Context: an optimization exercise on an open-source flow, tuned for small area. The choices shown serve that exercise and are no tape-out recipe.
Only simulation tests tie the RTL to the original design; equivalence was not proved.
Power and IR drop assume default switching activity. The clock port is modelled as an ideal driver; clocking choices that lean on that would not hold on a real chip.

File: flow/design.v
module line_chain
#(
parameter N = 259
)
(
	input              clk,
	input              en,
	input  [7:0]       din,
	output [8*N-1:0]   q
);
reg [8*N-1:0] sr;
always @(posedge clk)
	if(en)
		sr <= {sr[8*N-9:0], din};
assign q = sr;
endmodule
module matrix_3x3
(
	input clk,
	input rst_n,
	input valid,            
	input [7:0] din,
	output      col0,
	output [7:0] ta, output [7:0] tb, output [7:0] tc,
	output [7:0] ua, output [7:0] uc,
	output [7:0] ra, output [7:0] rb, output [7:0] rc
);
reg [7:0] yr;
always @(posedge clk)
	yr <= din;
wire [8*256-1:0] l;
line_chain #(.N(256)) u_chain (
	.clk (clk),
	.en  (valid),
	.din (yr),
	.q   (l)
);
reg [6:0] col_cnt;
reg [3:0] row_cnt;
always @(posedge clk or negedge rst_n)
	if(!rst_n) begin
		col_cnt <= 7'd0;
		row_cnt <= 4'd0;
	end
	else if(valid) begin
		col_cnt <= col_cnt + 1'b1;
		if(col_cnt == 7'h7f)
			row_cnt <= row_cnt + 1'b1;
	end
assign col0 = (col_cnt == 7'd0);
wire row0  = (row_cnt == 4'd0);
wire row01 = (row_cnt[3:1] == 3'd0);
wire [7:0] src_r = yr;
wire [7:0] src_u = row0  ? yr    : l[8*127 +: 8];
wire [7:0] src_t = row01 ? src_u : l[8*255 +: 8];
reg [7:0] b_r, a_r, b_u, a_u, b_t, a_t;
always @(posedge clk) begin
	b_r <= src_r;
	b_u <= src_u;
	b_t <= src_t;
	a_r <= col0 ? src_r : b_r;
	a_u <= col0 ? src_u : b_u;
	a_t <= col0 ? src_t : b_t;
end
assign rc = src_r;
assign rb = b_r;
assign ra = a_r;
assign uc = src_u;
assign ua = a_u;
assign tc = src_t;
assign tb = b_t;
assign ta = a_t;
endmodule
module rgb_to_ycbcr(
	input  [15:0] rgb565,
	output [7:0]  o_y_8b
);
wire n1 = rgb565[11] ^ rgb565[13];
wire n2 = rgb565[11] & rgb565[13];
wire n3 = rgb565[12] ^ rgb565[13] ^ rgb565[14];
wire n4 = (rgb565[12] & rgb565[13]) | (rgb565[12] & rgb565[14]) | (rgb565[13] & rgb565[14]);
wire n5 = rgb565[11] ^ rgb565[13] ^ rgb565[15];
wire n6 = (rgb565[11] & rgb565[13]) | (rgb565[11] & rgb565[15]) | (rgb565[13] & rgb565[15]);
wire n7 = rgb565[5] ^ rgb565[6];
wire n8 = rgb565[5] & rgb565[6];
wire n9 = rgb565[12] ^ rgb565[14] ^ rgb565[6];
wire n10 = (rgb565[12] & rgb565[14]) | (rgb565[12] & rgb565[6]) | (rgb565[14] & rgb565[6]);
wire n11 = rgb565[7] ^ rgb565[9] ^ rgb565[10];
wire n12 = (rgb565[7] & rgb565[9]) | (rgb565[7] & rgb565[10]) | (rgb565[9] & rgb565[10]);
wire n13 = rgb565[14] ^ rgb565[15] ^ rgb565[5];
wire n14 = (rgb565[14] & rgb565[15]) | (rgb565[14] & rgb565[5]) | (rgb565[15] & rgb565[5]);
wire n15 = rgb565[8] ^ rgb565[10] ^ rgb565[1];
wire n16 = (rgb565[8] & rgb565[10]) | (rgb565[8] & rgb565[1]) | (rgb565[10] & rgb565[1]);
wire n17 = rgb565[3] ^ rgb565[4];
wire n18 = rgb565[3] & rgb565[4];
wire n19 = rgb565[12] ^ rgb565[15] ^ rgb565[6];
wire n20 = (rgb565[12] & rgb565[15]) | (rgb565[12] & rgb565[6]) | (rgb565[15] & rgb565[6]);
wire n21 = rgb565[9] ^ rgb565[2] ^ rgb565[3];
wire n22 = (rgb565[9] & rgb565[2]) | (rgb565[9] & rgb565[3]) | (rgb565[2] & rgb565[3]);
wire n23 = rgb565[4] ^ n2;
wire n24 = rgb565[4] & n2;
wire n25 = rgb565[13] ^ rgb565[7];
wire n26 = rgb565[13] & rgb565[7];
wire n27 = rgb565[11] ^ rgb565[13] ^ rgb565[5];
wire n28 = (rgb565[11] & rgb565[13]) | (rgb565[11] & rgb565[5]) | (rgb565[13] & rgb565[5]);
wire n29 = rgb565[12] ^ rgb565[5];
wire n30 = rgb565[12] & rgb565[5];
wire n31 = rgb565[11] ^ rgb565[13];
wire n32 = rgb565[11] & rgb565[13];
wire n33 = rgb565[11] ^ rgb565[12];
wire n34 = rgb565[11] & rgb565[12];
wire n35 = rgb565[5] ^ rgb565[6] ^ rgb565[7];
wire n36 = (rgb565[5] & rgb565[6]) | (rgb565[5] & rgb565[7]) | (rgb565[6] & rgb565[7]);
wire n37 = rgb565[8] ^ rgb565[3];
wire n38 = rgb565[8] & rgb565[3];
wire n39 = rgb565[8] ^ rgb565[9] ^ rgb565[4];
wire n40 = (rgb565[8] & rgb565[9]) | (rgb565[8] & rgb565[4]) | (rgb565[9] & rgb565[4]);
wire n41 = n4 ^ n5 ^ n7;
wire n42 = (n4 & n5) | (n4 & n7) | (n5 & n7);
wire n43 = rgb565[0] ^ rgb565[3] ^ n6;
wire n44 = (rgb565[0] & rgb565[3]) | (rgb565[0] & n6) | (rgb565[3] & n6);
wire n45 = n8 ^ n9 ^ n11;
wire n46 = (n8 & n9) | (n8 & n11) | (n9 & n11);
wire n47 = n1 ^ n10 ^ n12;
wire n48 = (n1 & n10) | (n1 & n12) | (n10 & n12);
wire n49 = n13 ^ n15 ^ n17;
wire n50 = (n13 & n15) | (n13 & n17) | (n15 & n17);
wire n51 = n14 ^ n16 ^ n18;
wire n52 = (n14 & n16) | (n14 & n18) | (n16 & n18);
wire n53 = n19 ^ n21 ^ n23;
wire n54 = (n19 & n21) | (n19 & n23) | (n21 & n23);
wire n55 = rgb565[10] ^ rgb565[4] ^ n20;
wire n56 = (rgb565[10] & rgb565[4]) | (rgb565[10] & n20) | (rgb565[4] & n20);
wire n57 = n22 ^ n24 ^ n25;
wire n58 = (n22 & n24) | (n22 & n25) | (n24 & n25);
wire n59 = rgb565[14] ^ rgb565[8];
wire n60 = rgb565[14] & rgb565[8];
wire n61 = rgb565[6] ^ rgb565[0];
wire n62 = rgb565[6] & rgb565[0];
wire n63 = rgb565[6] ^ rgb565[1] ^ n28;
wire n64 = (rgb565[6] & rgb565[1]) | (rgb565[6] & n28) | (rgb565[1] & n28);
wire n65 = rgb565[6] ^ rgb565[2] ^ n30;
wire n66 = (rgb565[6] & rgb565[2]) | (rgb565[6] & n30) | (rgb565[2] & n30);
wire n67 = rgb565[5] ^ rgb565[7] ^ n32;
wire n68 = (rgb565[5] & rgb565[7]) | (rgb565[5] & n32) | (rgb565[7] & n32);
wire n69 = n3 ^ n34 ^ n35;
wire n70 = (n3 & n34) | (n3 & n35) | (n34 & n35);
wire n71 = n36 ^ n38 ^ n39;
wire n72 = (n36 & n38) | (n36 & n39) | (n38 & n39);
wire n73 = n40 ^ n42 ^ n43;
wire n74 = (n40 & n42) | (n40 & n43) | (n42 & n43);
wire n75 = n44 ^ n46 ^ n47;
wire n76 = (n44 & n46) | (n44 & n47) | (n46 & n47);
wire n77 = n48 ^ n50 ^ n51;
wire n78 = (n48 & n50) | (n48 & n51) | (n50 & n51);
wire n79 = n52 ^ n54 ^ n55;
wire n80 = (n52 & n54) | (n52 & n55) | (n54 & n55);
wire n81 = n26 ^ n56 ^ n58;
wire n82 = (n26 & n56) | (n26 & n58) | (n56 & n58);
wire n83 = rgb565[15] ^ rgb565[9];
wire n84 = rgb565[15] & rgb565[9];
wire n85 = rgb565[12] ^ rgb565[5];
wire n86 = rgb565[12] & rgb565[5];
wire n87 = rgb565[2] ^ n27 ^ n61;
wire n88 = (rgb565[2] & n27) | (rgb565[2] & n61) | (n27 & n61);
wire n89 = n29 ^ n62 ^ n63;
wire n90 = (n29 & n62) | (n29 & n63) | (n62 & n63);
wire n91 = n31 ^ n64 ^ n65;
wire n92 = (n31 & n64) | (n31 & n65) | (n64 & n65);
wire n93 = n33 ^ n66 ^ n67;
wire n94 = (n33 & n66) | (n33 & n67) | (n66 & n67);
wire n95 = n37 ^ n68 ^ n69;
wire n96 = (n37 & n68) | (n37 & n69) | (n68 & n69);
wire n97 = n41 ^ n70 ^ n71;
wire n98 = (n41 & n70) | (n41 & n71) | (n70 & n71);
wire n99 = n45 ^ n72 ^ n73;
wire n100 = (n45 & n72) | (n45 & n73) | (n72 & n73);
wire n101 = n49 ^ n74 ^ n75;
wire n102 = (n49 & n74) | (n49 & n75) | (n74 & n75);
wire n103 = n53 ^ n76 ^ n77;
wire n104 = (n53 & n76) | (n53 & n77) | (n76 & n77);
wire n105 = n57 ^ n78 ^ n79;
wire n106 = (n57 & n78) | (n57 & n79) | (n78 & n79);
wire n107 = n59 ^ n80 ^ n81;
wire n108 = (n59 & n80) | (n59 & n81) | (n80 & n81);
wire n109 = n60 ^ n82 ^ n83;
wire n110 = (n60 & n82) | (n60 & n83) | (n82 & n83);
wire n111 = rgb565[10] ^ n84;
wire n112 = rgb565[10] & n84;
wire n113 = rgb565[11] & rgb565[0];
wire n114 = (rgb565[1] & n85) | (rgb565[1] & n113) | (n85 & n113);
wire n115 = (n86 & n87) | (n86 & n114) | (n87 & n114);
wire n116 = (n88 & n89) | (n88 & n115) | (n89 & n115);
wire n117 = (n90 & n91) | (n90 & n116) | (n91 & n116);
wire n118 = (n92 & n93) | (n92 & n117) | (n93 & n117);
wire n119 = (n94 & n95) | (n94 & n118) | (n95 & n118);
wire n120 = (n96 & n97) | (n96 & n119) | (n97 & n119);
wire n121 = n98 ^ n99 ^ n120;
wire n122 = (n98 & n99) | (n98 & n120) | (n99 & n120);
wire n123 = n100 ^ n101 ^ n122;
wire n124 = (n100 & n101) | (n100 & n122) | (n101 & n122);
wire n125 = n102 ^ n103 ^ n124;
wire n126 = (n102 & n103) | (n102 & n124) | (n103 & n124);
wire n127 = n104 ^ n105 ^ n126;
wire n128 = (n104 & n105) | (n104 & n126) | (n105 & n126);
wire n129 = n106 ^ n107 ^ n128;
wire n130 = (n106 & n107) | (n106 & n128) | (n107 & n128);
wire n131 = n108 ^ n109 ^ n130;
wire n132 = (n108 & n109) | (n108 & n130) | (n109 & n130);
wire n133 = n110 ^ n111 ^ n132;
wire n134 = (n110 & n111) | (n110 & n132) | (n111 & n132);
wire n135 = n112 ^ n134;
wire n136 = n112 & n134;
assign o_y_8b = {n135, n133, n131, n129, n127, n125, n123, n121};
endmodule
module sobel
#(
parameter U_COL = 128,
parameter U_ROW = 16,
parameter value = 120
)
(
	input clk,
	input rst_n,
	input cmos_frame_vsync,
	input cmos_frame_hsync,
	input cmos_frame_valid,
	input [15:0]cmos_frame_data,
	output sobel_vsync,
	output sobel_hsync,
	output sobel_de,
	output [15:0] sobel_data
);
wire [7:0] y;
rgb_to_ycbcr u0_rgb_to_ycbcr (
	.rgb565 (cmos_frame_data),
	.o_y_8b (y)
);
reg [6:0] de_r, hs_r, vs_r;
always @(posedge clk or negedge rst_n)
	if(!rst_n) begin
		de_r <= 7'd0;
		hs_r <= 7'd0;
		vs_r <= 7'd0;
	end
	else begin
		de_r <= {de_r[5:0], cmos_frame_valid};
		hs_r <= {hs_r[5:0], cmos_frame_hsync};
		vs_r <= {vs_r[5:0], cmos_frame_vsync};
	end
wire [7:0] ta, tb, tc, ua, uc, ra, rb, rc;
wire       col0;
matrix_3x3 u_matrix_3x3 (
	.clk   (clk),
	.rst_n (rst_n),
	.valid (de_r[0]),
	.din   (y),
	.col0  (col0),
	.ta(ta), .tb(tb), .tc(tc),
	.ua(ua), .uc(uc),
	.ra(ra), .rb(rb), .rc(rc)
);
wire [8:0] dx, d1, e1, e2, f;
rca #(8) u_dx (.a(ua), .b(~uc), .ci(1'b1), .s(dx));
rca #(8) u_d1 (.a(tb), .b(~rb), .ci(1'b1), .s(d1));
rca #(8) u_e1 (.a(ta), .b(~rc), .ci(1'b1), .s(e1));
rca #(8) u_e2 (.a(ra), .b(~tc), .ci(1'b1), .s(e2));
rca #(8) u_f  (.a(tc), .b(~rc), .ci(1'b1), .s(f));
wire [9:0] w1, w2;
rca #(9) u_w1 (.a(dx), .b(d1),  .ci(1'b0), .s(w1));
rca #(9) u_w2 (.a(dx), .b(~d1), .ci(1'b0), .s(w2));
wire [10:0] p, q;
rca #(10) u_p (.a(w1), .b({1'b0, e1}), .ci(1'b0), .s(p));
rca #(10) u_q (.a(w2), .b({1'b0, e2}), .ci(1'b0), .s(q));
wire p_small = (p >= 11'd708) && (p <= 11'd828);
wire q_small = (q >= 11'd707) && (q <= 11'd827);
wire f_small = (f >= 9'd226) && (f <= 9'd286);
wire edge_bit = col0 ? ~f_small : ~(p_small & q_small);
reg [6:1] e_r;
always @(posedge clk)
	e_r <= {e_r[5:1], edge_bit};
assign sobel_de    = de_r[6];
assign sobel_hsync = hs_r[6];
assign sobel_vsync = vs_r[6];
assign sobel_data  = e_r[6] ? 16'h0000 : 16'hffff;
endmodule
module rca
#(
parameter N = 8
)
(
	input  [N-1:0] a,
	input  [N-1:0] b,
	input          ci,
	output [N:0]   s
);
wire [N:0] c;
assign c[0] = ci;
genvar i;
generate for (i = 0; i < N; i = i + 1) begin : g
	assign s[i]   = a[i] ^ b[i] ^ c[i];
	assign c[i+1] = (a[i] & b[i]) | (a[i] & c[i]) | (b[i] & c[i]);
end endgenerate
assign s[N] = c[N];
endmodule
File: flow/run.sh
#!/bin/bash
# synth_recipe.tcl (not shown) runs the flow's synth.tcl, then flattens the netlist and writes it again
# the make line also repeats each setting of config.mk as NAME=value (left out here)
make -C /OpenROAD-flow-scripts/flow DESIGN_CONFIG=/design/flow/config.mk WORK_HOME=/design/flow/orfs CLKGATE_MAP_FILE= SYNTH_SCRIPT=/design/flow/synth_recipe.tcl finish
File: flow/constraint.sdc
create_clock -name core_clock -period 8.0 [get_ports {clk}]
set_input_delay 1.6000 -clock core_clock [delete_from_list [all_inputs] [get_ports {clk}]]
set_output_delay 1.6000 -clock core_clock [all_outputs]
set_load 0.01 [all_outputs]
File: flow/config.mk
export PLATFORM = sky130hd
export DESIGN_NAME = sobel
export DESIGN_NICKNAME = sobel
export VERILOG_FILES = /design/flow/design.v
export SDC_FILE = /design/flow/constraint.sdc
export NUM_CORES = 4
export LEC_CHECK = 0
export CAP_MARGIN = 20
export CORE_MARGIN = 2
export CORE_UTILIZATION = 45
export SLEW_MARGIN = 20
==> impl_results.md, run 1 <==
* Crit path largest cell delay at about 560 ps
* Routed Antenna Nets at 0
* Post-synth top area cell: edfxtp_1
* Initial DRC Count at 1767
* Most frequent CP cell: fa_1
* Post-Syn Nets at 2763
* Mapped Area at 0.0679 sq mm
* Seq/Total Area, Yosys at 0.936
* CTS Buf Count at 192
* Avg Cell Area, Syn at 26.1 sq um
* Port Buffers at 39
* Vias/cell at 4.61
* Residual DRC count at 0
* Antenna violations before repair at 5
* Total congestion overflow at 0
* DRT Pass-1 Iters at 5
* Clock skew at 38.5 ps
* Ant diodes at 0
* Async set-or-reset flop fraction in the synthesized netlist at 0.0149
* Total track usage at 0.109
* CP top delay family: adder cells
* EDFF count, synth at slightly above 2000
* Slew Viols, Final at 0
* Crit Path Class: flip-flop to flip-flop
* GP Congestion at roughly 0.73
* Status: complete, no violations
* IO Count at 40
* Multi-input logic area at 0.00359 sq mm
* CP arrival at 7680 ps
* Worst path depth at 23
* R2R Setup Slk at 940 ps
* Final min period at 7060 ps
* Synth top area share at 0.906
* Fmax at 142 MHz
* Min-delay worst type: flip-flop to flip-flop
* Post-CTS Resized at 0
* Clock transition at path regs at about 60 ps
* Rows at 142
* Worst slew pin tran at 1130 ps
* PwrDens at 362 mW/mm^2
* Count leader, synth: edfxtp_1
* Final hold viol count at 0
* Worst-path fanout max at 8
* Sum Neg Setup Slack at 0 ps
* # setup viols final at 0
* Core Area at 0.150 sq mm
* Distinct cells, synth at 43
* Synth-to-Final Area Change at 13.9%
* Max cap viols at 0
* Crit share post-route at 0.882
* Final WL at 84.0 mm
* Layout fillers at around 11000
* #FFs+latches synth at 2142
* Worst path bufs/invs at 6
* Synth warn at 3
* Die width at 392 microns
* Post-CTS Setup Inserts at 0
* Crit end category: flip-flop
* Max clock buf depth at 3
* WHS Path Cells at 0
* Die ar. at 0.154 sq mm
* Static Leakage at ~27 nW
* RSZ-0062 raised after global routing: no
* Synth area leaders: edfxtp_1, fa_1, dfxtp_1
* Main synth FF type: edfxtp_1
* Reg2reg start: u_matrix_3x3.row_cnt[1]
* Final HPWL DP at around 39 mm
* Routed vias at 23100
* Type of origin of the critical path: flip-flop
* Largest net degree at the start of global routing at 214
* FF+latch area at ~0.064 sq mm
* Share of cells above drive strength 1 at 0.108
* Hold path startpoint: e_r[2]
* Hold buffer count at CTS at 0
* Number of global-route vias before repair at 23300
* H-tree depth at 4
* CP required at approximately 8600 ps
* Root Driver: clkbuf_16
* Starting Density at 0.453
* Synthesized instance count at 2599
* Clock Sinks at 2142
* Synth cell count leaders: edfxtp_1, inv_1, fa_1
* Routed wire length per instance at 16.8 microns
* Reg2reg end: e_r[1]
* Clock Latency Late Sink at 800 ps
* Critical Path Start: u_matrix_3x3.row_cnt[1]
* Worst Hold Path EP: e_r[3]
* # nets final at 2996
* Worst reg-to-reg path cell count at 23
* Overall die height at 392 microns
* Relative slew slack at 0.245
* First-pass GRT wire length at approximately 130 mm
* TritonCTS clock tree: built
* Slowest cell on the critical path: fa_1
* Worst-path cell chain: inv_1 > ha_1 > nor3b_2 > buf_4 > mux2i_1 > inv_1 > ha_1 > inv_1 > fa_1 > fa_1 > fa_1 > fa_1 > inv_1 > fa_1 > inv_1 > fa_1 > fa_1 > fa_1 > fa_1 > fa_1 > or4b_1 > o21ai_0 > a41oi_1
* Final core utilization at 0.516
* Worst vdd ir at 0.675 mV
## sequential cells by signal, indices dropped and copies added (netlist names)
name                     count
u_matrix_3x3.a_u             8
u_matrix_3x3.yr              8
de_r                         7
u_matrix_3x3.col_cnt         7
u_matrix_3x3.b_u             8
u_matrix_3x3.b_t             8
hs_r                         7
u_matrix_3x3.row_cnt         4
u_matrix_3x3.a_t             8
e_r                          6
u_matrix_3x3.a_r             8
u_matrix_3x3.b_r             8
vs_r                         7
u_matrix_3x3.u_chain.sr   2048
## worst reg2reg max path, stage by stage, from the launching register on
cell	delay (ps)
dfrtp_1	430
inv_1	110
ha_1	150
nor3b_2	150
buf_4	280
mux2i_1	150
inv_1	120
ha_1	150
inv_1	50
fa_1	450
fa_1	470
fa_1	560
fa_1	420
inv_1	80
fa_1	170
inv_1	50
fa_1	390
fa_1	470
fa_1	450
fa_1	490
fa_1	530
or4b_1	520
o21ai_0	100
a41oi_1	150
## layer usage
layer  vias to the layer above  GRT usage  part of all wire
li1                      10500          -                 -
met1                     12100      0.172              0.51
met2                       368      0.147              0.42
met3                       173     0.0269             0.042
met4                         0     0.0416             0.024
met5                         -          0                 0
## final cells by class
cell class / count / share of cell area
well taps: 2016 / 0.0326
flip-flops and latches: 2142 / 0.822
inverters: 153 / 0.00743
multi-input cells: 282 / 0.0464
clock inverters: 116 / 0.0161
clock buffers: 241 / 0.0661
repair buffers: 61 / 0.00907
## per-stage QoR
step / hold WS [ps] / power, W / worst slack, ps / instance area, sq um / cells
final: 335 / 0.0280 / 942 / 77300 / 5011
after global routing: 350 / 0.0298 / 548 / 77300 / 5011
after CTS: 344 / 0.0285 / 862 / 77300 / 5010
after detailed placement: 330 / 0.0193 / 486 / 70900 / 4653
after global placement: 330 / 0.0190 / 443 / 70900 / 4653
after floorplan: 310 / 0.0179 / -7940 / 67900 / 2599
## how the worst max path moves through the flow
stage	to	slack, ps
after floorplan	u_matrix_3x3.row_cnt[3]	-7940
after global placement	u_matrix_3x3.yr[6]	440
after detailed placement	u_matrix_3x3.yr[6]	490
after CTS	e_r[1]	860
after global routing	e_r[1]	550
final	e_r[1]	940
## cells by family (layout without fill, tap and decap cells)
group | Yosys count | after routing | share of synthesized area
DFF | 2142 | 2142 | 0.936
buffers and inverters | 175 | 571 | 0.0107
adders and majority gates | 143 | 143 | 0.0391
and+or+nand+nor | 70 | 70 | 0.00546
AOI/OAI and AO/OA | 49 | 49 | 0.00478
xor gates and xnor gates | 11 | 11 | 0.00142
muxes | 9 | 9 | 0.00214
## layout by cell type (no fill, tap or decap), types with 4 or more instances in the layout
cell type	Yosys	layout
buf_12	0	10
buf_4	16	11
bufinv_16	0	20
clkbuf_1	2	39
clkbuf_16	0	194
clkbuf_8	0	8
clkdlybuf4s50_1	0	39
clkinv_1	0	42
clkinv_16	0	5
clkinv_2	0	31
dfrtp_1	32	31
dfxtp_1	62	62
edfxtp_1	2048	2048
fa_1	115	115
ha_1	28	28
inv_1	153	153
inv_6	0	8
mux2i_1	4	4
mux2i_4	4	4
nand2_1	38	38
nand4_1	5	5
nor2_1	7	7
o21ai_0	9	9
o21ai_1	15	15
o21ai_2	12	12
xnor2_1	7	7
xor2_1	4	4
## report_power, final
| group | switching [W] | leakage (nW) | internal, W |
|---|---|---|---|
| Sequential | 0.000355 | 21.0 | 0.0132 |
| Clock | 0.00385 | 3.10 | 0.00520 |
| Combinational | 0.00298 | 2.53 | 0.00241 |
| Total | 0.00719 | 26.6 | 0.0208 |
==> run 2, diff against run 1 <==
--- a/flow/config.mk
+++ b/flow/config.mk
@@ -9,3 +9,6 @@
 export CORE_MARGIN = 2
 export CORE_UTILIZATION = 45
+export CTS_BUF_LIST = sky130_fd_sc_hd__clkbuf_16
+export CTS_CLUSTER_DIAMETER = 100
+export CTS_CLUSTER_SIZE = 30
 export SLEW_MARGIN = 20
==> impl_results.md, run 2 <==
* Worst slew pin tran at 1090 ps (was 1130 ps)
* Worst-path cell chain: inv_1 > ha_1 > nor3b_2 > buf_4 > mux2i_1 > inv_1 > ha_1 > inv_1 > fa_1 > fa_1 > fa_1 > fa_1 > inv_1 > fa_1 > inv_1 > fa_1 > fa_1 > fa_1 > fa_1 > fa_1 > or4b_1 > o21ai_0 > a41oi_1 (unchanged)
* Post-route cell area at 0.0733 sq mm (was 0.0773 sq mm)
* Ant diodes at 0 (unchanged)
* Type of origin of the critical path: flip-flop (unchanged)
* Most frequent CP cell: fa_1 (unchanged)
* # setup viols final at 0 (unchanged)
* Avg Cell Area, Syn at 26.1 sq um (unchanged)
* DRT Pass-1 Iters at 5 (unchanged)
* Final HPWL DP at 39.0 mm (unchanged)
* Max reg flops at 2048 (unchanged)
* Total congestion overflow at 0 (unchanged)
* Routed wire length per instance at 16.7 microns (was 16.8 microns)
* Post-Syn Nets at 2763 (unchanged)
* Post-CTS Setup Inserts at 0 (unchanged)
* Most common cell after layout, fill and taps aside: edfxtp_1 (unchanged)
* Mapped Area at 0.0679 sq mm (unchanged)
* Overall die height at 392 microns (unchanged)
* Initial DRC Count at 1913 (was 1767)
* First-pass GRT wire length at 126 mm (was 133 mm)
* GP Congestion at 0.733 (unchanged)
* Crit Path Class: flip-flop to flip-flop (unchanged)
* RSZ-0062 raised after global routing: no (unchanged)
* Static Leakage at 24.9 nW (was 26.6 nW)
* Die ar. at 0.154 sq mm (unchanged)
* Seq/Total Area, Yosys at 0.936 (unchanged)
* Worst-path fanout max at 8 (unchanged)
* CTS Buf Count at 81 (was 192)
* Distinct cells, synth at 43 (unchanged)
* Status: complete, no violations (unchanged)
* Synth top area share at 0.906 (unchanged)
* Layout fillers at 11700 (was 11400)
* Fmax at 143 MHz (was 142 MHz)
* Max clock buf depth at 3 (unchanged)
* Port Buffers at 39 (unchanged)
* Final min period at 6990 ps (was 7060 ps)
* Clock transition at path regs at 110 ps (was 60 ps)
* Rows at 142 (unchanged)
* Crit share post-route at 0.874 (was 0.882)
* Post-synth top area cell: edfxtp_1 (unchanged)
* Antenna violations before repair at 4 (was 5)
* CP arrival at 7570 ps (was 7680 ps)
* # nets final at 2885 (was 2996)
* Relative slew slack at 0.273 (was 0.245)
* Clock Latency Late Sink at 720 ps (was 800 ps)
* Final WL at 80.4 mm (was 84.0 mm)
* Final hold viol count at 0 (unchanged)
* PwrDens at 325 mW/mm^2 (was 362 mW/mm^2)
* Placed cell areas at 0.0709 sq mm (unchanged)
* Vias/cell at 4.62 (was 4.61)
* Share of cells above drive strength 1 at 0.0484 (was 0.108)
* Synth-to-Final Area Change at 8.07% (was 13.9%)
* Synth cell count leaders: edfxtp_1, inv_1, fa_1 (unchanged)
* Slew Viols, Final at 0 (unchanged)
* Hold buffer count at CTS at 0 (unchanged)
* Core Area at 0.150 sq mm (unchanged)
* Number of global-route vias before repair at 21800 (was 23300)
* Min-delay worst type: flip-flop to flip-flop (unchanged)
* EDFF count, synth at 2048 (unchanged)
* Largest reg by FF count: u_matrix_3x3.u_chain.sr (unchanged)
* Synth area leaders: edfxtp_1, fa_1, dfxtp_1 (unchanged)
* TritonCTS clock tree: built (unchanged)
* Starting Density at 0.453 (unchanged)
* Routed Antenna Nets at 0 (unchanged)
* Clock Sinks at 2142 (unchanged)
* Synthesized instance count at 2599 (unchanged)
* Worst vdd ir at 0.677 mV (was 0.675 mV)
* Final Hold Slack at 330 ps (was 335 ps)
* Async set-or-reset flop fraction in the synthesized netlist at 0.0149 (unchanged)
* Crit path largest cell delay at 560 ps (about the same)
* Root Driver: clkbuf_16 (unchanged)
* Post-CTS Resized at 0 (unchanged)
* Routed vias at 22200 (was 23100)
* Slowest cell on the critical path: fa_1 (unchanged)
* Synth warn at 3 (unchanged)
* Count leader, synth: edfxtp_1 (unchanged)
* Max cap viols at 0 (unchanged)
* H-tree depth at 3 (was 4)
* Residual DRC count at 0 (unchanged)
* Main synth FF type: edfxtp_1 (unchanged)
* IO Count at 40 (unchanged)
* Die width at 392 microns (unchanged)
* Total track usage at 0.103 (was 0.109)
* CP required at 8580 ps (was 8620 ps)
* Clock skew at 45.3 ps (was 38.5 ps)
* #FFs+latches synth at 2142 (unchanged)
* Largest net degree at the start of global routing at 214 (unchanged)
* Most frequent cells in the layout: edfxtp_1, inv_1, fa_1 (was edfxtp_1, clkbuf_16, inv_1)
* Sum Neg Setup Slack at 0 ps (unchanged)
* Crit end category: flip-flop (unchanged)
==> run 2: cells by family (layout without fill, tap and decap cells) <==
kind of cell | after synthesis | after routing | share of synthesized area
compound gates | 49 | 49 | 0.00478
fa+ha+maj | 143 | 143 | 0.0391
simple gates | 70 | 70 | 0.00546
buf+inv | 175 | 365 | 0.0107
flops | 2142 | 2142 | 0.936
xor+xnor | 11 | 11 | 0.00142
mux | 9 | 9 | 0.00214
==> run 2: path summary, 6_finish.rpt <==
check                                             start                       to  slack, ps  depth (start not counted)
worst min-delay path                             e_r[2]                   e_r[3]        330                          0
worst min register to register                   e_r[2]                   e_r[3]        330                          0
max in group asynchronous                         rst_n                  de_r[0]       6360                          2
min in group asynchronous                         rst_n  u_matrix_3x3.col_cnt[5]       1300                          2
worst max-delay path            u_matrix_3x3.row_cnt[1]                   e_r[1]       1010                         23
worst max register to register  u_matrix_3x3.row_cnt[1]                   e_r[1]       1010                         23
==> run 2: final cells by class <==
type | instances | area [sq um] | share of cell area
Inverter | 153 | 574 | 0.00783
Tap cell | 2016 | 2520 | 0.0344
Timing Repair Buffer | 61 | 701 | 0.00955
Clock buffer | 83 | 2080 | 0.0283
Sequential cell | 2142 | 63500 | 0.866
Clock inverter | 68 | 328 | 0.00447
Multi-Input combinational cell | 282 | 3590 | 0.0489
==> run 2: metrics by stage <==
stage	util	setup WS, ps	total power [W]	cells
2_1_floorplan	-	-7940	0.0179	2599
3_3_place_gp	0.473	443	0.0190	4653
3_5_place_dp	0.473	486	0.0193	4653
4_1_cts	0.489	909	0.0243	4804
5_1_grt	0.490	600	0.0256	4805
6_report	0.490	1010	0.0238	4805
==> run 2: critical path: cells and delay by family (launching register included) <==
family | cells | cell delay, ps
flip-flops | 1 | 450
adder cells (fa/ha/maj) | 12 | 4680
AO/OA/AOI/OAI | 2 | 250
AND/OR/NAND/NOR | 2 | 660
buffers and inverters | 6 | 670
multiplexers | 1 | 150
==> run 2: power breakdown <==
part           switching (W)  total (W)  internal, W
Sequential          0.000352     0.0135       0.0132
Combinational        0.00298    0.00538      0.00241
Clock                0.00301    0.00495      0.00194
Total                0.00634     0.0238       0.0175
==> run 2: layer usage <==
metal | vias up | GRT usage | routed length, microns
met2 | 205 | 0.143 | 34200
met1 | 11700 | 0.166 | 42200
met4 | 0 | 0.0280 | 1820
li1 | 10200 | - | -
met3 | 107 | 0.0196 | 2290
met5 | - | 0 | 0
==> run 3, diff against run 2 <==
--- a/flow/config.mk
+++ b/flow/config.mk
@@ -8,5 +8,5 @@
 export CAP_MARGIN = 20
 export CORE_MARGIN = 2
-export CORE_UTILIZATION = 45
+export CORE_UTILIZATION = 60
 export CTS_BUF_LIST = sky130_fd_sc_hd__clkbuf_16
 export CTS_CLUSTER_DIAMETER = 100
==> impl_results.md, run 3 <==
* Seq/Total Area, Yosys at 0.936 (unchanged)
* Post-synth top area cell: edfxtp_1 (unchanged)
* Sum Neg Setup Slack at 0 ps (unchanged)
* Routed Antenna Nets at 0 (unchanged)
* CTS Buf Count at 81 (unchanged)
* PwrDens at 325 mW/mm^2 (about the same)
* Status: complete, no violations (unchanged)
* FF+latch area at 0.0635 sq mm (unchanged)
* Residual DRC count at 0 (unchanged)
* Clock Latency Late Sink at 700 ps (was 720 ps)
* Overall die height at 340 microns (was 392 microns)
* Routed vias at 22000 (was 22200)
* CP arrival at 7610 ps (was 7570 ps)
* Ant diodes at 0 (unchanged)
* Most common cell after layout, fill and taps aside: edfxtp_1 (unchanged)
* Post-Syn Nets at 2763 (unchanged)
* EDFF count, synth at 2048 (unchanged)
* Comb pwr share at 0.222 (was 0.226)
* Crit share post-route at 0.885 (was 0.874)
* Initial DRC Count at 2076 (was 1913)
* Vias/cell at 5.18 (was 4.62)
* Synth warn at 3 (unchanged)
* Layout fillers at 7312 (was 11700)
* Max clock buf depth at 3 (unchanged)
* # setup viols final at 0 (unchanged)
* Mapped Area at 0.0679 sq mm (unchanged)
* Die ar. at 0.116 sq mm (was 0.154 sq mm)
* DRT Pass-1 Iters at 5 (unchanged)
* RSZ-0062 raised after global routing: no (unchanged)
* Rows at 123 (was 142)
* Synth area leaders: edfxtp_1, fa_1, dfxtp_1 (unchanged)
* Final HPWL DP at 37.1 mm (was 39.0 mm)
* Placed cell areas at 0.0702 sq mm (was 0.0709 sq mm)
* Post-route cell area at 0.0725 sq mm (was 0.0733 sq mm)
* Largest net degree at the start of global routing at 223 (was 214)
* Final Hold Slack at 342 ps (was 330 ps)
* Main synth FF type: edfxtp_1 (unchanged)
* Overall power at 0.0236 W (was 0.0238 W)
* Final WL at 77.5 mm (was 80.4 mm)
* Clock skew at 43.4 ps (was 45.3 ps)
* GP Congestion at 0.736 (was 0.733)
* Relative slew slack at 0.256 (was 0.273)
* Final min period at 7080 ps (was 6990 ps)
* CP required at 8530 ps (was 8580 ps)
* Slew Viols, Final at 0 (unchanged)
* Fmax at 141 MHz (was 143 MHz)
* Total track usage at 0.134 (was 0.103)
* Final hold viol count at 0 (unchanged)
* Max cap viols at 0 (unchanged)
* Max reg flops at 2048 (unchanged)
* Internal at 0.0174 W (was 0.0175 W)
* Clock share of power at 0.206 (was 0.208)
* Hold buffer count at CTS at 0 (unchanged)
* Worst-path fanout max at 8 (unchanged)
* Port Buffers at 39 (unchanged)
* Starting Density at 0.604 (was 0.453)
* Number of global-route vias before repair at 21600 (was 21800)
* #FFs+latches synth at 2142 (unchanged)
* Share of cells above drive strength 1 at 0.0502 (was 0.0484)
* TritonCTS clock tree: built (unchanged)
* Crit Path Class: flip-flop to flip-flop (unchanged)
* Min-delay worst type: flip-flop to flip-flop (unchanged)
* Switching share of power at 0.261 (was 0.266)
* Synth cell count leaders: edfxtp_1, inv_1, fa_1 (unchanged)
* Clock Sinks at 2142 (unchanged)
* Async set-or-reset flop fraction in the synthesized netlist at 0.0149 (unchanged)
* Distinct cells, synth at 43 (unchanged)
* Worst slew pin tran at 1120 ps (was 1090 ps)
* Final core utilization at 0.646 (was 0.490)
* Post-CTS Setup Inserts at 0 (unchanged)
* Core Area at 0.112 sq mm (was 0.150 sq mm)
* Total congestion overflow at 0 (unchanged)
* Crit end category: flip-flop (unchanged)
* IO Count at 40 (unchanged)
* H-tree depth at 3 (unchanged)
* Clock transition at path regs at 120 ps (was 110 ps)
* Multi-input logic area at 0.00359 sq mm (unchanged)
* Synth top area share at 0.906 (unchanged)
* Static Leakage at 24.6 nW (was 24.9 nW)
* Psw at 0.00616 W (was 0.00634 W)
* Antenna violations before repair at 2 (was 4)
* First-pass GRT wire length at 123 mm (was 126 mm)
* Root Driver: clkbuf_16 (unchanged)
* Most frequent cells in the layout: edfxtp_1, inv_1, fa_1 (unchanged)
* Synth-to-Final Area Change at 6.88% (was 8.07%)
* Post-CTS Resized at 0 (unchanged)
* # nets final at 2886 (was 2885)
* Power share of the sequential group at 0.572 (was 0.567)
* Die width at 340 microns (was 392 microns)
* Routed wire length per instance at 18.2 microns (was 16.7 microns)
* Worst vdd ir at 0.611 mV (was 0.677 mV)
* Count leader, synth: edfxtp_1 (unchanged)
* Type of origin of the critical path: flip-flop (unchanged)
* Avg Cell Area, Syn at 26.1 sq um (unchanged)
* Largest reg by FF count: u_matrix_3x3.u_chain.sr (unchanged)
* Synthesized instance count at 2599 (unchanged)
==> run 3: power groups by stage <==
| stage | combinational, W | clock (W) | sequential (W) |
|---|---|---|---|
| 3_3_place_gp | 0.00535 | 0 | 0.0137 |
| 2_1_floorplan | 0.00390 | 0 | 0.0140 |
| 4_1_cts | 0.00544 | 0.00512 | 0.0135 |
| 6_report | 0.00524 | 0.00487 | 0.0135 |
| 3_5_place_dp | 0.00542 | 0 | 0.0137 |
| 5_1_grt | 0.00637 | 0.00547 | 0.0136 |
==> run 3: path summary, 6_finish.rpt <==
path	from	to	slack (ps)	cells past startpoint
setup / recovery	u_matrix_3x3.row_cnt[1]	e_r[1]	920	25
hold reg to reg	e_r[5]	e_r[6]	340	0
hold / removal	e_r[5]	e_r[6]	340	0
min in group asynchronous	rst_n	u_matrix_3x3.row_cnt[2]	1300	2
max in group asynchronous	rst_n	de_r[0]	6380	2
setup reg to reg	u_matrix_3x3.row_cnt[1]	e_r[1]	920	25
==> run 3: per-stage QoR <==
step / cells / setup WS, ps
3_5_place_dp: 4138 / 461
3_3_place_gp: 4138 / 475
2_1_floorplan: 2599 / -7940
5_1_grt: 4248 / 414
4_1_cts: 4247 / 849
6_report: 4248 / 918
==> run 3: cell type report <==
type                            count  area share
Timing Repair Buffer               62     0.00942
Clock buffer                       84      0.0290
Multi-Input combinational cell    282      0.0495
Inverter                          153     0.00792
Sequential cell                  2142       0.876
Tap cell                         1500      0.0259
Clock inverter                     25     0.00214
==> run 3: kinds of logic (layout without fill, tap and decap cells) <==
logic type,count (synthesis),count (layout),share of synthesized area
flops,2142,2142,0.936
buf+inv,175,324,0.0107
fa+ha+maj,143,143,0.0391
simple gates,70,70,0.00546
compound gates,49,49,0.00478
xor+xnor,11,11,0.00142
mux,9,9,0.00214
==> run 3: metal layers <==
layer  GRT usage  wire [microns]  up-vias
li1            -               -    10100
met1       0.230           41000    11600
met2       0.181           32600      187
met3      0.0230            2020      112
met4      0.0357            1790        0
met5           0               0        -
==> run 3: critical path: stages (launching register included) <==
cell,delay (ps)
dfrtp_1,450
inv_1,100
ha_1,130
nor3b_2,160
buf_4,280
mux2i_1,160
inv_1,110
ha_1,150
inv_1,60
fa_1,460
fa_1,590
inv_1,70
fa_1,540
inv_1,50
fa_1,440
fa_1,450
fa_1,390
fa_1,380
inv_1,80
fa_1,160
inv_1,50
fa_1,430
fa_1,370
ha_1,270
nor4bb_1,400
a41oi_1,170
==> run 4, diff against run 3 <==
--- a/flow/config.mk
+++ b/flow/config.mk
@@ -10,5 +10,5 @@
 export CORE_UTILIZATION = 60
 export CTS_BUF_LIST = sky130_fd_sc_hd__clkbuf_16
-export CTS_CLUSTER_DIAMETER = 100
-export CTS_CLUSTER_SIZE = 30
+export CTS_CLUSTER_DIAMETER = 60
+export CTS_CLUSTER_SIZE = 40
 export SLEW_MARGIN = 20
==> impl_results.md, run 4 <==
* Status: complete, no violations (unchanged)
* Comb pwr share at 0.204 (was 0.222)
* Post-Syn Nets at 2763 (unchanged)
* Slowest cell on the critical path: fa_1 (unchanged)
* Distinct cells, synth at 43 (unchanged)
* Internal at 0.0191 W (was 0.0174 W)
* Overall die height at 340 microns (unchanged)
* Starting Density at 0.604 (unchanged)
* Worst-path fanout max at 8 (unchanged)
* Synthesized instance count at 2599 (unchanged)
* Share of cells above drive strength 1 at 0.0929 (was 0.0502)
* Synth top area share at 0.906 (unchanged)
* Max cap viols at 0 (unchanged)
* Residual DRC count at 0 (unchanged)
* Crit path largest cell delay at 600 ps (was 590 ps)
* Main synth FF type: edfxtp_1 (unchanged)
* Synth cell count leaders: edfxtp_1, inv_1, fa_1 (unchanged)
* Met1 wire length at 41.3 mm (was 41.0 mm)
* Switching share of power at 0.262 (was 0.261)
* Psw at 0.00678 W (was 0.00616 W)
* Synth area leaders: edfxtp_1, fa_1, dfxtp_1 (unchanged)
* First-pass GRT wire length at 126 mm (was 123 mm)
* Clock transition at path regs at 80 ps (was 120 ps)
* Power share of the sequential group at 0.522 (was 0.572)
* Initial DRC Count at 2007 (was 2076)
* Clock Latency Late Sink at 740 ps (was 700 ps)
* Count leader, synth: edfxtp_1 (unchanged)
* CP arrival at 7600 ps (was 7610 ps)
* Post-CTS Resized at 0 (unchanged)
* Met3 wire length at 2.85 mm (was 2.02 mm)
* # nets final at 2939 (was 2886)
* IO Count at 40 (unchanged)
* CTS Buf Count at 134 (was 81)
* Routed wire length per instance at 18.2 microns (about the same)
* Max reg flops at 2048 (unchanged)
* Static Leakage at 25.7 nW (was 24.6 nW)
* Placed cell areas at 0.0702 sq mm (unchanged)
* Ant diodes at 0 (unchanged)
* Largest net degree at the start of global routing at 223 (unchanged)
* Avg Cell Area, Syn at 26.1 sq um (unchanged)
* Die width at 340 microns (unchanged)
* PwrDens at 346 mW/mm^2 (was 325 mW/mm^2)
* GP Congestion at 0.736 (unchanged)
* Most common cell after layout, fill and taps aside: edfxtp_1 (unchanged)
* Crit Path Class: flip-flop to flip-flop (unchanged)
* Port Buffers at 39 (unchanged)
* Final WL at 79.7 mm (was 77.5 mm)
* Synth-to-Final Area Change at 10.2% (was 6.88%)
* Final min period at 7040 ps (was 7080 ps)
* Clock share of power at 0.275 (was 0.206)
* Core Area at 0.112 sq mm (unchanged)
* Clock Sinks at 2142 (unchanged)
* Routed Antenna Nets at 0 (unchanged)
* Antenna violations before repair at 2 (unchanged)
* Root Driver: clkbuf_16 (unchanged)
* Largest reg by FF count: u_matrix_3x3.u_chain.sr (unchanged)
* #FFs+latches synth at 2142 (unchanged)
* Synth warn at 3 (unchanged)
* Total congestion overflow at 0 (unchanged)
* Final HPWL DP at 37.1 mm (unchanged)
* Type of origin of the critical path: flip-flop (unchanged)
* DRT Pass-1 Iters at 5 (unchanged)
* Post-route cell area at 0.0748 sq mm (was 0.0725 sq mm)
* Final Hold Slack at 328 ps (was 342 ps)
* Post-synth top area cell: edfxtp_1 (unchanged)
* Most frequent cells in the layout: edfxtp_1, inv_1, clkbuf_16 (was edfxtp_1, inv_1, fa_1)
* Die ar. at 0.116 sq mm (unchanged)
* Worst vdd ir at 0.611 mV (about the same)
* Most frequent CP cell: fa_1 (unchanged)
* Rows at 123 (unchanged)
* Min-delay worst type: flip-flop to flip-flop (unchanged)
* Max clock buf depth at 3 (unchanged)
* # setup viols final at 0 (unchanged)
* Relative slew slack at 0.304 (was 0.256)
* CP required at 8560 ps (was 8530 ps)
* Post-CTS Setup Inserts at 0 (unchanged)
* Met2 WL at 33.9 mm (was 32.6 mm)
* Crit end category: flip-flop (unchanged)
* Fmax at 142 MHz (was 141 MHz)
* Total track usage at 0.140 (was 0.134)
* Hold buffer count at CTS at 0 (unchanged)
* Clock skew at 36.1 ps (was 43.4 ps)
* Top layer in use: met4 (unchanged)
* Mapped Area at 0.0679 sq mm (unchanged)
* Async set-or-reset flop fraction in the synthesized netlist at 0.0149 (unchanged)
* Routed vias at 22500 (was 22000)
* Sum Neg Setup Slack at 0 ps (unchanged)
* Worst slew pin tran at 1040 ps (was 1120 ps)
* Vias/cell at 5.14 (was 5.18)
* TritonCTS clock tree: built (unchanged)
* RSZ-0062 raised after global routing: no (unchanged)
* H-tree depth at 4 (was 3)
* Crit share post-route at 0.880 (was 0.885)
* Seq/Total Area, Yosys at 0.936 (unchanged)
* Number of global-route vias before repair at 22400 (was 21600)
* Slew Viols, Final at 0 (unchanged)
* Final hold viol count at 0 (unchanged)
* EDFF count, synth at 2048 (unchanged)
[run 4: critical path: cells and delay by family, from the launching register on]
family | cells | cell delay, ps
AOI/OAI and AO/OA | 1 | 160
adders and majority gates | 13 | 4770
buffers and inverters | 8 | 800
and+or+nand+nor | 2 | 530
muxes | 1 | 160
DFF | 1 | 440
[run 4: layer usage]
metal | GRT usage | vias to the layer above
met3 | 0.0297 | 133
li1 | - | 10400
met5 | 0 | -
met1 | 0.233 | 11800
met4 | 0.0442 | 0
met2 | 0.188 | 274
[run 4: path summary, 6_finish.rpt]
check	start	to	slack [ps]	depth (start not counted)
setup / recovery	u_matrix_3x3.row_cnt[1]	e_r[1]	960	25
min in group asynchronous	rst_n	vs_r[0]	1260	2
hold / removal	e_r[3]	e_r[4]	330	0
hold reg to reg	e_r[3]	e_r[4]	330	0
setup reg to reg	u_matrix_3x3.row_cnt[1]	e_r[1]	960	25
max in group asynchronous	rst_n	de_r[0]	6420	2
[run 4: cells by family (layout without fill, tap and decap cells)]
group | after synthesis | after routing | synth area share
flip-flops | 2142 | 2142 | 0.936
buffers and inverters | 175 | 460 | 0.0107
adder cells (fa/ha/maj) | 143 | 143 | 0.0391
AND/OR/NAND/NOR | 70 | 70 | 0.00546
AO/OA/AOI/OAI | 49 | 49 | 0.00478
XOR/XNOR | 11 | 11 | 0.00142
multiplexers | 9 | 9 | 0.00214
[run 4: power groups by stage]
stage	sequential [W]	combinational (W)	clock, W
floorplan	0.0140	0.00390	0
global placement	0.0137	0.00535	0
detailed placement	0.0137	0.00542	0
CTS	0.0135	0.00544	0.00743
global route	0.0136	0.00636	0.00780
finish	0.0135	0.00527	0.00711
[run 4: final cells by class]
type,count,area [sq um]
clock buffer,140,3500
clock inverter,105,1000
fill,7088,37600
inverter,153,574
multi-input combinational,282,3590
sequential,2142,63500
tap,1500,1880
timing repair buffer,62,683
[run 4: stage by stage]
step / util / total power, W / std cells / setup slack, ps
2_1_floorplan: - / 0.0179 / 2599 / -7940
3_3_place_gp: 0.625 / 0.0191 / 4138 / 475
3_5_place_dp: 0.625 / 0.0191 / 4138 / 461
4_1_cts: 0.665 / 0.0264 / 4383 / 849
5_1_grt: 0.666 / 0.0278 / 4384 / 427
6_report: 0.666 / 0.0259 / 4384 / 960
==> run 5, diff against run 4 <==
==> flow/flow/run.sh (new file) <==
#!/bin/bash
# The standard layout, with two changes: the clock tree is built without
# dummy loads, and the port buffers are the smallest buffer cell.
set -euo pipefail
export CTS_ARGS="-sink_clustering_enable -repair_clock_nets -sink_clustering_size 30 -sink_clustering_max_diameter 100 -buf_list sky130_fd_sc_hd__clkbuf_16 -dont_use_dummy_load"
export BUFFER_PORTS_ARGS="-buffer_cell sky130_fd_sc_hd__buf_1"
bash standard.sh > standard_make.log 2>&1
==> flow/standard.sh (new file) <==
#!/bin/bash
# synth_recipe.tcl (not shown) runs the flow's synth.tcl, then flattens the netlist and writes it again
# the make line also repeats each setting of config.mk as NAME=value (left out here)
make -C /OpenROAD-flow-scripts/flow DESIGN_CONFIG=/design/flow/config.mk WORK_HOME=/design/flow/orfs CLKGATE_MAP_FILE= SYNTH_SCRIPT=/design/flow/synth_recipe.tcl "${@:-finish}"
--- a/flow/config.mk
+++ b/flow/config.mk
@@ -10,5 +10,5 @@
 export CORE_UTILIZATION = 60
 export CTS_BUF_LIST = sky130_fd_sc_hd__clkbuf_16
-export CTS_CLUSTER_DIAMETER = 60
-export CTS_CLUSTER_SIZE = 40
+export CTS_CLUSTER_DIAMETER = 100
+export CTS_CLUSTER_SIZE = 30
 export SLEW_MARGIN = 20
removed: flow/run.sh
==> impl_results.md, run 5 <==
* Status: complete, no violations (unchanged)
* Port Buffers at 39 (unchanged)
* Core Area at 0.112 sq mm (unchanged)
* Worst vdd ir at 0.909 mV (was 0.611 mV)
* Min-delay worst type: flip-flop to flip-flop (unchanged)
* Synth warn at 3 (unchanged)
* Crit path largest cell delay at 570 ps (was 600 ps)
* Worst-path fanout max at 8 (unchanged)
* Most frequent CP cell: fa_1 (unchanged)
* Die ar. at 0.116 sq mm (unchanged)
* Post-CTS Setup Inserts at 0 (unchanged)
* Crit share post-route at 0.886 (was 0.880)
* Layout fillers at 7271 (was 7088)
* FF+latch area at 0.0635 sq mm (unchanged)
* Number of global-route vias before repair at 21700 (was 22400)
* Distinct cells, synth at 43 (unchanged)
* Post-synth top area cell: edfxtp_1 (unchanged)
* Synth cell count leaders: edfxtp_1, inv_1, fa_1 (unchanged)
* Hold path startpoint: e_r[3] (unchanged)
* Antenna violations before repair at 7 (was 2)
* Post-CTS Resized at 0 (unchanged)
* Synth-to-Final Area Change at 6.21% (was 10.2%)
* Fmax at 141 MHz (was 142 MHz)
* Final hold viol count at 0 (unchanged)
* Count leader, synth: edfxtp_1 (unchanged)
* #FFs+latches synth at 2142 (unchanged)
* Worst slew pin tran at 1080 ps (was 1040 ps)
* Sum Neg Setup Slack at 0 ps (unchanged)
* Worst Hold Path EP: e_r[4] (unchanged)
* Starting Density at 0.604 (unchanged)
* Routed Antenna Nets at 0 (unchanged)
* Synthesized instance count at 2599 (unchanged)
* Synth top area share at 0.906 (unchanged)
* Type of origin of the critical path: flip-flop (unchanged)
* Routed vias at 22100 (was 22500)
* Clock Latency Late Sink at 670 ps (was 740 ps)
* Relative slew slack at 0.279 (was 0.304)
* Overall die height at 340 microns (unchanged)
* Max clock buf depth at 3 (unchanged)
* Total track usage at 0.134 (was 0.140)
* Slowest cell on the critical path: fa_1 (unchanged)
* Routed wire length per instance at 18.4 microns (was 18.2 microns)
* Most frequent cells in the layout: edfxtp_1, inv_1, fa_1 (was edfxtp_1, inv_1, clkbuf_16)
* Post-Syn Nets at 2763 (unchanged)
* Final worst setup slack at 911 ps (was 960 ps)
* Seq/Total Area, Yosys at 0.936 (unchanged)
* Worst reg-to-reg path cell count at 23 (was 25)
* Placed cell count at 4139 (was 4138)
* Main synth FF type: edfxtp_1 (unchanged)
* DRT Pass-1 Iters at 5 (unchanged)
* Max reg flops at 2048 (unchanged)
* Reg2reg end: e_r[1] (unchanged)
* Final HPWL DP at 37.5 mm (was 37.1 mm)
* Max cap viols at 0 (unchanged)
* Clock Sinks at 2142 (unchanged)
* EDFF count, synth at 2048 (unchanged)
* Initial DRC Count at 2143 (was 2007)
* First-pass GRT wire length at 123 mm (was 126 mm)
* CP required at 8520 ps (was 8560 ps)
* Largest net degree at the start of global routing at 213 (was 223)
* PwrDens at 326 mW/mm^2 (was 346 mW/mm^2)
* Reg2reg start: u_matrix_3x3.row_cnt[1] (unchanged)
* Final min period at 7090 ps (was 7040 ps)
* IO Count at 40 (unchanged)
* H-tree depth at 3 (was 4)
* Worst-path cell chain: inv_1 > ha_1 > nor3b_2 > buf_4 > mux2i_1 > inv_1 > ha_1 > inv_1 > fa_1 > fa_1 > fa_1 > fa_1 > inv_1 > fa_1 > inv_1 > fa_1 > fa_1 > fa_1 > fa_1 > fa_1 > or4b_1 > o21ai_0 > a41oi_1
* Multi-input logic area at 0.00359 sq mm (unchanged)
* TritonCTS clock tree: built (unchanged)
* # setup viols final at 0 (unchanged)
* Most common cell after layout, fill and taps aside: edfxtp_1 (unchanged)
* Final WL at 77.7 mm (was 79.7 mm)
* WHS Path Cells at 0 (unchanged)
* Crit Path Class: flip-flop to flip-flop (unchanged)
* Crit end category: flip-flop (unchanged)
* Clock skew at 55.6 ps (was 36.1 ps)
* CTS Buf Count at 82 (was 134)
* Async set-or-reset flop fraction in the synthesized netlist at 0.0149 (unchanged)
* # nets final at 2888 (was 2939)
* GP Congestion at 0.731 (was 0.736)
* Static Leakage at 24.4 nW (was 25.7 nW)
* Largest reg by FF count: u_matrix_3x3.u_chain.sr (unchanged)
* CP arrival at 7600 ps (about the same)
* Die width at 340 microns (unchanged)
* RSZ-0062 raised after global routing: no (unchanged)
* Total congestion overflow at 0 (unchanged)
* Share of cells above drive strength 1 at 0.0481 (was 0.0929)
* Mapped Area at 0.0679 sq mm (unchanged)
* Synth area leaders: edfxtp_1, fa_1, dfxtp_1 (unchanged)
* Avg Cell Area, Syn at 26.1 sq um (unchanged)
* Rows at 123 (unchanged)
* DP Worst Slack at 826 ps (was 461 ps)
* R2R Setup Slk at 910 ps (was 960 ps)
* Ant diodes at 0 (unchanged)
* Slew Viols, Final at 0 (unchanged)
* Clock transition at path regs at 110 ps (was 80 ps)
* Hold buffer count at CTS at 0 (unchanged)
* Residual DRC count at 0 (unchanged)
* Root Driver: clkbuf_16 (unchanged)
* Vias/cell at 5.24 (was 5.14)
* Post-Layout Cell Count at 4222 (was 4384)
run 5: cell counts after synthesis:
Identical to the previous run, type by type.
run 5: metrics by stage:
step | hold WS [ps] | utilization | area (sq um) | total power [W]
global placement | 320 | 0.623 | 70000 | 0.0188
global route | 303 | 0.642 | 72100 | 0.0252
floorplan | 310 | - | 67900 | 0.0179
finish | 294 | 0.642 | 72100 | 0.0235
detailed placement | 314 | 0.623 | 70000 | 0.0191
CTS | 296 | 0.641 | 72000 | 0.0239
run 5: power breakdown:
group	total (W)	switching, W	internal [W]
clock network	0.00472	0.00287	0.00185
logic	0.00530	0.00295	0.00235
registers	0.0135	0.000326	0.0132
total	0.0235	0.00615	0.0174
run 5: worst max-delay path by stage:
stage	from	endpoint	slack, ps	cells after the start
4_1_cts	u_matrix_3x3.row_cnt[1]	e_r[1]	820	23
2_1_floorplan	de_r[0]	u_matrix_3x3.row_cnt[3]	-7940	5
3_3_place_gp	cmos_frame_data[5]	u_matrix_3x3.yr[6]	890	18
6_report	u_matrix_3x3.row_cnt[1]	e_r[1]	910	23
3_5_place_dp	u_matrix_3x3.row_cnt[1]	e_r[1]	830	23
5_1_grt	u_matrix_3x3.row_cnt[1]	e_r[1]	500	23
run 5: per-layer routing:
layer | GRT usage | wire (microns) | up-vias
li1 | - | - | 10100
met1 | 0.231 | 41100 | 11700
met2 | 0.179 | 32400 | 187
met3 | 0.0239 | 2350 | 114
met4 | 0.0375 | 1830 | 0
met5 | 0 | 0 | -
run 5: cells by family after synthesis:
kind of cell,share of synthesized area
DFF,0.936
xor gates and xnor gates,0.00142
AOI/OAI and AO/OA,0.00478
and+or+nand+nor,0.00546
adders and majority gates,0.0391
buffers and inverters,0.0107
muxes,0.00214
run 5: worst max-delay path, delay by kind of cell (launching register included):
| family | cells | cell delay (ps) |
|---|---|---|
| multiplexers | 1 | 140 |
| flip-flops | 1 | 450 |
| buffers and inverters | 6 | 670 |
| AO/OA/AOI/OAI | 2 | 230 |
| AND/OR/NAND/NOR | 2 | 750 |
| adder cells (fa/ha/maj) | 12 | 4690 |
run 5: area by class of cell:
type | instances | share of cell area
clock buffer | 82 | 0.0285
inverter | 153 | 0.00797
multi-input combinational | 282 | 0.0498
sequential | 2142 | 0.882
tap | 1500 | 0.0260
timing repair buffer | 63 | 0.00604

[afterwards: timing with drivers on the ports]
Ports are ideal in the flow. The routed layouts listed here were re-timed in OpenROAD. Step 1: set_driving_cell puts a clkbuf_16 on clk and a buf_2 on each other input, an assumption about the parent block. Step 2 also shifts input and output timing later by t, the mid clock arrival at the registers, as if the neighbouring blocks saw the same clock. Three values: no drivers, after step 1, after step 2; two values: the first two.
run | shift t [ns] | slack for setup (ns) | hold slack, ns | worst setup path after step 2 | worst register clock-pin slew, ns
run 1 | 0.853 | 0.942 / 0.942 / 0.529 | 0.335 / 0.335 / 0.335 | input to register | 0.07 / 0.07
run 2 | 0.768 | 1.006 / 1.006 / 0.544 | 0.330 / 0.330 / 0.330 | input to register | 0.12 / 0.12
run 3 | 0.735 | 0.918 / 0.918 / 0.560 | 0.342 / 0.342 / 0.342 | input to register | 0.12 / 0.12
run 4 | 0.794 | 0.960 / 0.960 / 0.526 | 0.328 / 0.328 / 0.328 | input to register | 0.09 / 0.09
run 5 | 0.716 | 0.911 / 0.911 / 0.894 | 0.294 / 0.294 / 0.294 | input to register | 0.11 / 0.11
After both steps every run listed still meets setup and hold. For run 2, which loses most, drivers alone change the setup slack by 0.000 ns; drivers and shift together by -0.462 ns.
